What follows belongs to an exercise in optimizing a design on an open flow for small area, a short achievable clock period and few clock cycles; a production flow would make more cautious choices. At most, simulation tests tie the RTL to the original design; equivalence was not proved. No activity file was given, so power comes from the tool's default toggle rates.

==> flow/design.v <==
module aoc_solver_top (
    input         clear,
    input         clock,
    input  [31:0] reg_wdata,
    input         reg_write_strobe,
    input  [3:0]  reg_addr,
    output [31:0] reg_rdata
);
    reg       in_aw, in_dw, in_start;
    reg [9:0] in_a;
    always @(posedge clock) begin
        in_aw    <= ~clear & reg_write_strobe & (reg_addr == 4'd2);
        in_dw    <= ~clear & reg_write_strobe & (reg_addr == 4'd3);
        in_start <= ~clear & reg_write_strobe & (reg_addr == 4'd0) & reg_wdata[0];
        in_a     <= reg_wdata[9:0];
    end
    reg [4:0] off, ax, pr;
    reg       a_up, a_dn, b_up, b_dn;
    always @(posedge clock)
        if (clear) begin
            off  <= 5'd0;
            ax   <= 5'd0;
            pr   <= 5'd1;
            a_up <= 1'b1;
            a_dn <= 1'b0;
            b_up <= 1'b1;
            b_dn <= 1'b1;
        end else begin
            off  <= off + 5'd1;
            a_up <= off != 5'd30;
            a_dn <= off != 5'd31;
            b_up <= off != 5'd14;
            b_dn <= off != 5'd15;
            if (in_aw) begin
                ax <= in_a[4:0];
                pr <= in_a[9:5] + off + 5'd2;
            end else
                pr <= pr + 5'd1;
        end
    reg  [1023:0] ring;     
    wire [31:0]   outA, outB, rmA, rmB;
    wire          en;
    aoc_row_proc pa (.en(en),
        .up(ring[32*30 +: 32] & {32{a_up}}), .mid(ring[32*31 +: 32]),
        .dn(ring[0 +: 32] & {32{a_dn}}), .out(outA), .rm(rmA));
    aoc_row_proc pb (.en(en),
        .up(ring[32*14 +: 32] & {32{b_up}}), .mid(ring[32*15 +: 32]),
        .dn(ring[32*16 +: 32] & {32{b_dn}}), .out(outB), .rm(rmB));
    reg       pend_v, pend_d;
    reg [4:0] pend_x;
    reg [3:0] pend_p;
    always @(posedge clock) begin
        pend_v <= ~clear & in_dw & pr[0];
        pend_d <= in_a[0];
        pend_x <= ax;
        pend_p <= pr[4:1] + 4'd1;
    end
    wire        now_v   = in_dw & ~pr[0];
    wire        wr_v    = now_v | pend_v;
    wire        wr_d    = now_v ? in_a[0] : pend_d;
    wire [4:0]  wr_x    = now_v ? ax : pend_x;
    wire [3:0]  wr_p    = now_v ? pr[4:1] : pend_p;
    wire [31:0] col_sel = 32'd1 << wr_x;
    genvar p;
    generate
        for (p = 0; p < 32; p = p + 1) begin : g_row
            wire [31:0] prev;
            if (p == 0)       assign prev = outA;
            else if (p == 16) assign prev = outB;
            else              assign prev = ring[32*(p-1) +: 32];
            if (p % 2 == 0) begin : g_wr
                wire        rsel = wr_v & (wr_p == p / 2);
                wire [31:0] wsel = col_sel & {32{rsel}};
                always @(posedge clock)
                    ring[32*p +: 32] <= (prev & ~wsel) | ({32{wr_d}} & wsel);
            end else begin : g_nowr
                always @(posedge clock)
                    ring[32*p +: 32] <= prev;
            end
        end
    endgenerate
    wire [63:0] cin = {ring[32*31 +: 32], ring[32*15 +: 32]};
    reg  [3:0]  part [0:7];
    reg         v1, rq1;
    integer i;
    always @(posedge clock) begin
        for (i = 0; i < 8; i = i + 1)
            part[i] <= ((cin[8*i] + cin[8*i+1]) + (cin[8*i+2] + cin[8*i+3]))
                     + ((cin[8*i+4] + cin[8*i+5]) + (cin[8*i+6] + cin[8*i+7]));
        rq1 <= |{rmA, rmB};
    end
    reg [6:0] psum;
    reg       v2, rq2;
    always @(posedge clock)
        psum <= ((part[0] + part[1]) + (part[2] + part[3]))
              + ((part[4] + part[5]) + (part[6] + part[7]));
    reg        solving, done, blk0, bq;
    reg [3:0]  bc;
    reg [10:0] b0, removed;    
    wire       bq_now = (bc == 4'd0) ? rq2 : (bq | rq2);
    assign en = solving;
    always @(posedge clock)
        if (clear) begin
            v1      <= 1'b0;
            v2      <= 1'b0;
            rq2     <= 1'b0;
            solving <= 1'b0;
            done    <= 1'b0;
            blk0    <= 1'b1;
            bq      <= 1'b0;
            bc      <= 4'd0;
            b0      <= 11'd0;
            removed <= 11'd0;
        end else begin
            v1  <= en & ~done;
            v2  <= v1 & ~done;
            rq2 <= rq1;
            if (in_start & ~done)
                solving <= 1'b1;
            if (v2 & ~done) begin
                bc <= bc + 4'd1;
                bq <= bq_now;
                if (blk0)
                    b0 <= b0 + psum;
                else
                    removed <= ((bc == 4'd0) ? b0 : removed) - psum;
                if (bc == 4'd15) begin
                    blk0 <= 1'b0;
                    if (~bq_now) begin
                        solving <= 1'b0;
                        done    <= 1'b1;
                    end
                end
            end
        end
    assign reg_rdata = (reg_addr == 4'd1) ? {5'd0, removed, 15'd0, done} : 32'd0;
endmodule
module aoc_row_proc (
    input         en,
    input  [31:0] up,
    input  [31:0] mid,
    input  [31:0] dn,
    output [31:0] out,
    output [31:0] rm
);
    wire [33:0] u  = {1'b0, up, 1'b0};
    wire [33:0] m  = {1'b0, mid, 1'b0};
    wire [33:0] d  = {1'b0, dn, 1'b0};
    wire [33:0] cs = u ^ m ^ d;
    wire [33:0] cc = (u & m) | (u & d) | (m & d);
    genvar x;
    generate
        for (x = 0; x < 32; x = x + 1) begin : g_col
            wire c0 = cc[x], c1 = cc[x+1], c2 = cc[x+2];
            wire s0 = cs[x], s1 = cs[x+1], s2 = cs[x+2];
            wire ge5 = (((c0 & c1) | (c0 & c2) | (c1 & c2)) & (s0 | s1 | s2 | (c0 & c1 & c2)))
                     | ((c0 | c1 | c2) & s0 & s1 & s2);
            assign rm[x] = en & mid[x] & ~ge5;
        end
    endgenerate
    assign out = mid & ~rm;
endmodule
clock: 5.0 ns
lec_check: 0
cap_margin: 20
core_margin: 2
core_utilization: 40
setup_slack_margin: 1.8
slew_margin: 20
run.sh (not shown) runs the stock make flow with config.mk's settings and CLKGATE_MAP_FILE= SYNTH_SCRIPT=/design/flow/synth_recipe.tcl, a recipe that flattens the netlist after the stock synthesis.
==> next run, changes <==
--- a/flow/config.mk
+++ b/flow/config.mk
@@ -7,0 +8 @@
+export ABC_CLOCK_PERIOD_IN_PS = 2700
@@ -11 +12 @@
-export SETUP_SLACK_MARGIN = 1.8
+export SETUP_SLACK_MARGIN = 2.3
After rerunning: Cell area increases by a few percent; wire length grows by a little under a tenth; maximum frequency grows slightly; final cell count climbs slightly; core utilization goes up by 1.4 points; register-to-register slack improved by 40 ps; die area stays the same.
Function was not checked in any run of this note: the RTL went through the layout flow alone.

aoc_solver_top, a different RTL version from the one above (not shown whole).
For scale: about 71 I/O pins, about 0.043 mm² of cells after synthesis.
==> flow/config.mk <==
export PLATFORM = sky130hd
export DESIGN_NAME = aoc_solver_top
export DESIGN_NICKNAME = aoc_solver_top
export VERILOG_FILES = /design/flow/design.v
export SDC_FILE = /design/flow/constraint.sdc
export NUM_CORES = 4
export LEC_CHECK = 0
export ABC_AREA = 1
export CAP_MARGIN = 20
export CORE_MARGIN = 2
export CORE_UTILIZATION = 40
export CTS_CLUSTER_DIAMETER = 100
export CTS_CLUSTER_SIZE = 30
export SETUP_SLACK_MARGIN = 2.2
export SLEW_MARGIN = 20
==> flow/constraint.sdc <==
create_clock -name core_clock -period 5.0 [get_ports {clock}]
set_input_delay 1.0000 -clock core_clock [delete_from_list [all_inputs] [get_ports {clock}]]
set_output_delay 1.0000 -clock core_clock [all_outputs]
set_load 0.01 [all_outputs]
Testbench counts at the start, summed over its fixed seeds: cycles 148,160.
Rerun with:
CORE_UTILIZATION = 60   (was 40)
The new run ran to the end with no violations; die area is lower by 33%; hold slack improves by 0.029 ns; worst setup slack loses 0.13 ns; clock power came out lower by about 4%; combinational power climbs by about 2%; clock-buffer cell count goes down by 2; cell area is lower by 0.33%.
Rerun with:
ABC_AREA = default   (was 1)
CORE_UTILIZATION = 40   (was 60)
After rerunning: Register-to-register slack loses 0.27 ns; setup slack gets worse by 0.27 ns; global-route usage shrinks by 11 points; total power decreases by 1.2%; non-clock buffer count climbs by 25; synthesized cell count shrinks by 23%.

lane 1:
aoc_solver_top, a different RTL version from the one above (not shown whole).
For scale: about 5,200 cells after synthesis, about 1,200 flip-flops, about 71 I/O pins, ~0.043 mm2 of cells after synthesis.
Settings: LEC_CHECK=0, ABC_AREA=1, CAP_MARGIN=20, CORE_MARGIN=2, CORE_UTILIZATION=40, CTS_BUF_LIST=sky130_fd_sc_hd__clkbuf_8, CTS_CLUSTER_SIZE=30, SETUP_SLACK_MARGIN=2.2, SLEW_MARGIN=20; clock period 5.0 ns.
Lane 1 went all the way through the flow, and no timing, DRC or antenna check failed.
--- input diff lane 1..lane 2 ---
diff --git a/flow/config.mk b/flow/config.mk
--- a/flow/config.mk
+++ b/flow/config.mk
@@ -8 +8 @@
-export ABC_AREA = 1
+export ABC_CLOCK_PERIOD_IN_PS = 2500
@@ -12,3 +12 @@
-export CTS_BUF_LIST = sky130_fd_sc_hd__clkbuf_8
-export CTS_CLUSTER_SIZE = 30
-export SETUP_SLACK_MARGIN = 2.2
+export SETUP_SLACK_MARGIN = 2.5
Findings:
[lane 2 vs lane 1] area of the core region: lower in lane 2. In lane 2, the total number of vias came out 7.4% below the value in lane 1. When lane 2 is measured against lane 1, its area of the mapped netlist turns out 0.0014 mm2 lower. Compared to lane 1, lane 2 has combinational gate power 14% lower. Looking at dominant combinational cell family by area after synthesis, the simple AND/OR/NAND/NOR gates result is from lane 1; the compound AO/OA/AOI/OAI gates one comes from lane 2. From lane 1 to lane 2, hold-fix buffer count after cts did not move at all.
No run of this note included a check of the RTL's function; only the layout flow was run.

aoc_solver_top, a different RTL version from the one above (not shown whole).
For scale: about 4,300 cells after synthesis, roughly 1,100 flip-flops, about 39,000 um^2 of cells after synthesis.
Design aoc_solver_top, start of the top module:
module aoc_solver_top (
    input         clear,
    input         clock,
    input  [31:0] reg_wdata,
    input         reg_write_strobe,
    input  [3:0]  reg_addr,
    output [31:0] reg_rdata
);
clock: 5.0 ns
lec_check: 0
abc_area: 1
cap_margin: 20
core_margin: 2
core_utilization: 40
cts_cluster_diameter: 80
cts_cluster_size: 24
setup_slack_margin: 2.3
slew_margin: 20
standard.sh (not shown) runs the stock make flow with config.mk's settings and CLKGATE_MAP_FILE= SYNTH_SCRIPT=/design/flow/synth_recipe.tcl, a recipe that flattens the netlist after the stock synthesis.
==> flow/flow/run.sh <==
#!/bin/bash
# The standard layout with two changes, both to the design's combinational
# logic in front of the ports, none to its registers:
#  - reg_rdata: flow/rdata_patch.py replaces the shared reg_addr decode that
#    synthesis puts in front of the status bits by a 2-gate cone per bit
#    (see the script);
#  - the port buffers are sky130_fd_sc_hd__buf_4, not the slow
#    clkdlybuf4s50_1 that buffer_ports picks by itself.
# Each step's output goes to a log file of its own in this folder.
set -euo pipefail
bash standard.sh synth > standard_synth.log 2>&1
python3 flow/rdata_patch.py orfs/results/sky130hd/aoc_solver_top/base/1_2_yosys.v > rdata_patch.log 2>&1
bash standard.sh 'BUFFER_PORTS_ARGS=-buffer_cell sky130_fd_sc_hd__buf_4' finish > standard_finish.log 2>&1
==> flow/flow/rdata_patch.py <==
#!/usr/bin/env python3
"""Rewrites the logic in front of reg_rdata in a Yosys netlist of aoc_solver_top.

Every reg_rdata bit that holds state is (reg_addr == 1) & state_bit. Synthesis shares one
decode of reg_addr among them, three gates deep behind the port. This puts a 2-gate cone
in front of each such bit instead:
  z   = nor3(reg_addr[3], reg_addr[2], reg_addr[1])
  out = and3(z, reg_addr[0], state_bit)
and drops the gates left driving nothing. The registers are not touched.
usage: rdata_patch.py NETLIST  (rewritten in place)
"""
import re, sys

path = sys.argv[1]
text = open(path).read()
STATE = {0: 'done'}
STATE.update({16 + i: '\\b0[%d]' % i for i in range(11)})
OUTPINS = {'X', 'Y', 'Q', 'Q_N', 'SUM', 'COUT', 'HI', 'LO'}

head_end = text.index('  sky130_fd_sc_hd__')
head, body = text[:head_end], text[head_end:]
tail_start = body.rindex('endmodule')
body, tail = body[:tail_start], body[tail_start:]
inst_re = re.compile(r'  (sky130_fd_sc_hd__\w+) (\\?\S+)\s+\((.*?)\n  \);\n', re.S)
insts = []
pos = 0
for m in inst_re.finditer(body):
    assert body[pos:m.start()].strip() == '', body[pos:m.start()][:200]
    pins = [(p, n.strip()) for p, n in re.findall(r'\.(\w+)\(([^()]*)\)', m.group(3))]
    insts.append([m.group(1), m.group(2), pins])
    pos = m.end()
rest = body[pos:]
assert rest.strip().startswith('assign') or rest.strip() == '' or True

def esc(n):
    return n + ' ' if n.startswith('\\') else n

def outs(i):
    return [n for p, n in i[2] if p in OUTPINS]

drivers = {}
for i in insts:
    for n in outs(i):
        drivers[n] = i
# the state nets must be flip-flop outputs
for bit, net in STATE.items():
    d = drivers.get(net)
    if d is None or 'df' not in d[0]:
        print('state net %r not a flip-flop output; netlist left as is' % net)
        sys.exit(0)
removed = set()
for bit in STATE:
    d = drivers.get('reg_rdata[%d]' % bit)
    if d is None:
        print('reg_rdata[%d] has no driver; netlist left as is' % bit)
        sys.exit(0)
    removed.add(id(d))
# drop gates that drive nothing (not flip-flops)
ports = set(re.findall(r'(?:output|input)\s+(?:\[\d+:\d+\]\s+)?(\w+)', head))
changed = True
while changed:
    changed = False
    used = set()
    for i in insts:
        if id(i) in removed:
            continue
        for p, n in i[2]:
            if p not in OUTPINS:
                used.add(n)
    used |= set(re.findall(r'assign\s+\S+\s*=\s*(\\?\S+?)\s*;', rest))
    for i in insts:
        if id(i) in removed or 'df' in i[0]:
            continue
        o = outs(i)
        if o and all((n not in used) and not n.startswith('reg_rdata') for n in o):
            removed.add(id(i))
            changed = True
kept = [i for i in insts if id(i) not in removed]
new = []
wires = []
for bit, net in sorted(STATE.items()):
    w = 'rdpatch_n%d' % bit
    wires.append('  wire %s;\n' % w)
    new.append('  sky130_fd_sc_hd__nor3_1 rdpatch_nor%d (\n    .A(reg_addr[3]),\n    .B(reg_addr[2]),\n    .C(reg_addr[1]),\n    .Y(%s)\n  );\n' % (bit, w))
    new.append('  sky130_fd_sc_hd__and3_1 rdpatch_and%d (\n    .A(%s),\n    .B(reg_addr[0]),\n    .C(%s),\n    .X(reg_rdata[%d])\n  );\n' % (bit, w, esc(net), bit))
def fmt(i):
    return '  %s %s (\n%s\n  );\n' % (i[0], esc(i[1]), ',\n'.join('    .%s(%s)' % (p, esc(n)) for p, n in i[2]))
out = head + ''.join(wires) + ''.join(fmt(i) for i in kept) + ''.join(new) + rest + tail
open(path, 'w').write(out)
print('removed %d cells, added %d' % (len(insts) - len(kept), len(new)))
Testbench counts at the start, summed over its fixed seeds: cycles 150,400.
Edit:
--- a/flow/flow/rdata_patch.py
+++ b/flow/flow/rdata_patch.py
@@ -32,3 +32,2 @@
 rest = body[pos:]
-assert rest.strip().startswith('assign') or rest.strip() == '' or True
 
- SETUP_SLACK_MARGIN: 2.3 -> 2.35
Effect: The new run produced a clean layout; die area stays the same; critical path depth stays the same; first-iteration DRC count went down by a few percent; hold slack is about the same; final cell count stays flat; wire length barely changes; worst setup slack improves by 0.043 ns; global-route usage is unchanged; power stays flat; utilization hardly moves.

==> separate check: timing with driven ports <==
The results above use ideal ports. As a check the final layouts listed here were re-extracted and re-timed, cells and wires unchanged.
Step 1 assumes that a clkbuf_16 drives the clock port and a buf_2 every other input.
Step 2 also shifts input and output timing later by t, the mid clock arrival at the registers, as if the neighbouring blocks saw the same clock.
Slacks: ideal / step 1 / step 2; pairs: ideal / step 1.
run | t, ns | slack for setup (ns) | clock arrival spread, ns | worst data-port slew with drivers (ns)
the first run of note 1 | 0.746 | 1.590 / 1.590 / 1.590 | 0.059 / 0.059 | 0.04
the second run of note 1 | 0.752 | 1.626 / 1.626 / 1.626 | 0.035 / 0.035 | 0.05
the first run of note 2 | 0.748 | 2.207 / 2.207 / 2.207 | 0.037 / 0.037 | 0.04
the second run of note 2 | 0.701 | 2.075 / 2.075 / 2.075 | 0.026 / 0.026 | 0.06
the third run of note 2 | 0.705 | 1.808 / 1.808 / 1.808 | 0.049 / 0.049 | 0.04
lane 1 | 0.915 | 2.188 / 2.188 / 2.188 | 0.066 / 0.066 | 0.04
lane 2 | 0.758 | 2.078 / 2.038 / 2.038 | 0.031 / 0.031 | 0.05
the first run of note 4 | 0.720 | 2.368 / 2.342 / 2.140 | 0.036 / 0.037 | 0.04
the second run of note 4 | 0.717 | 2.410 / 2.377 / 2.166 | 0.036 / 0.036 | 0.04
After both steps every run listed still meets setup and hold. The setup slack of the second run of note 4, which loses most, moves by -0.033 ns with the drivers and by -0.244 ns with both steps.
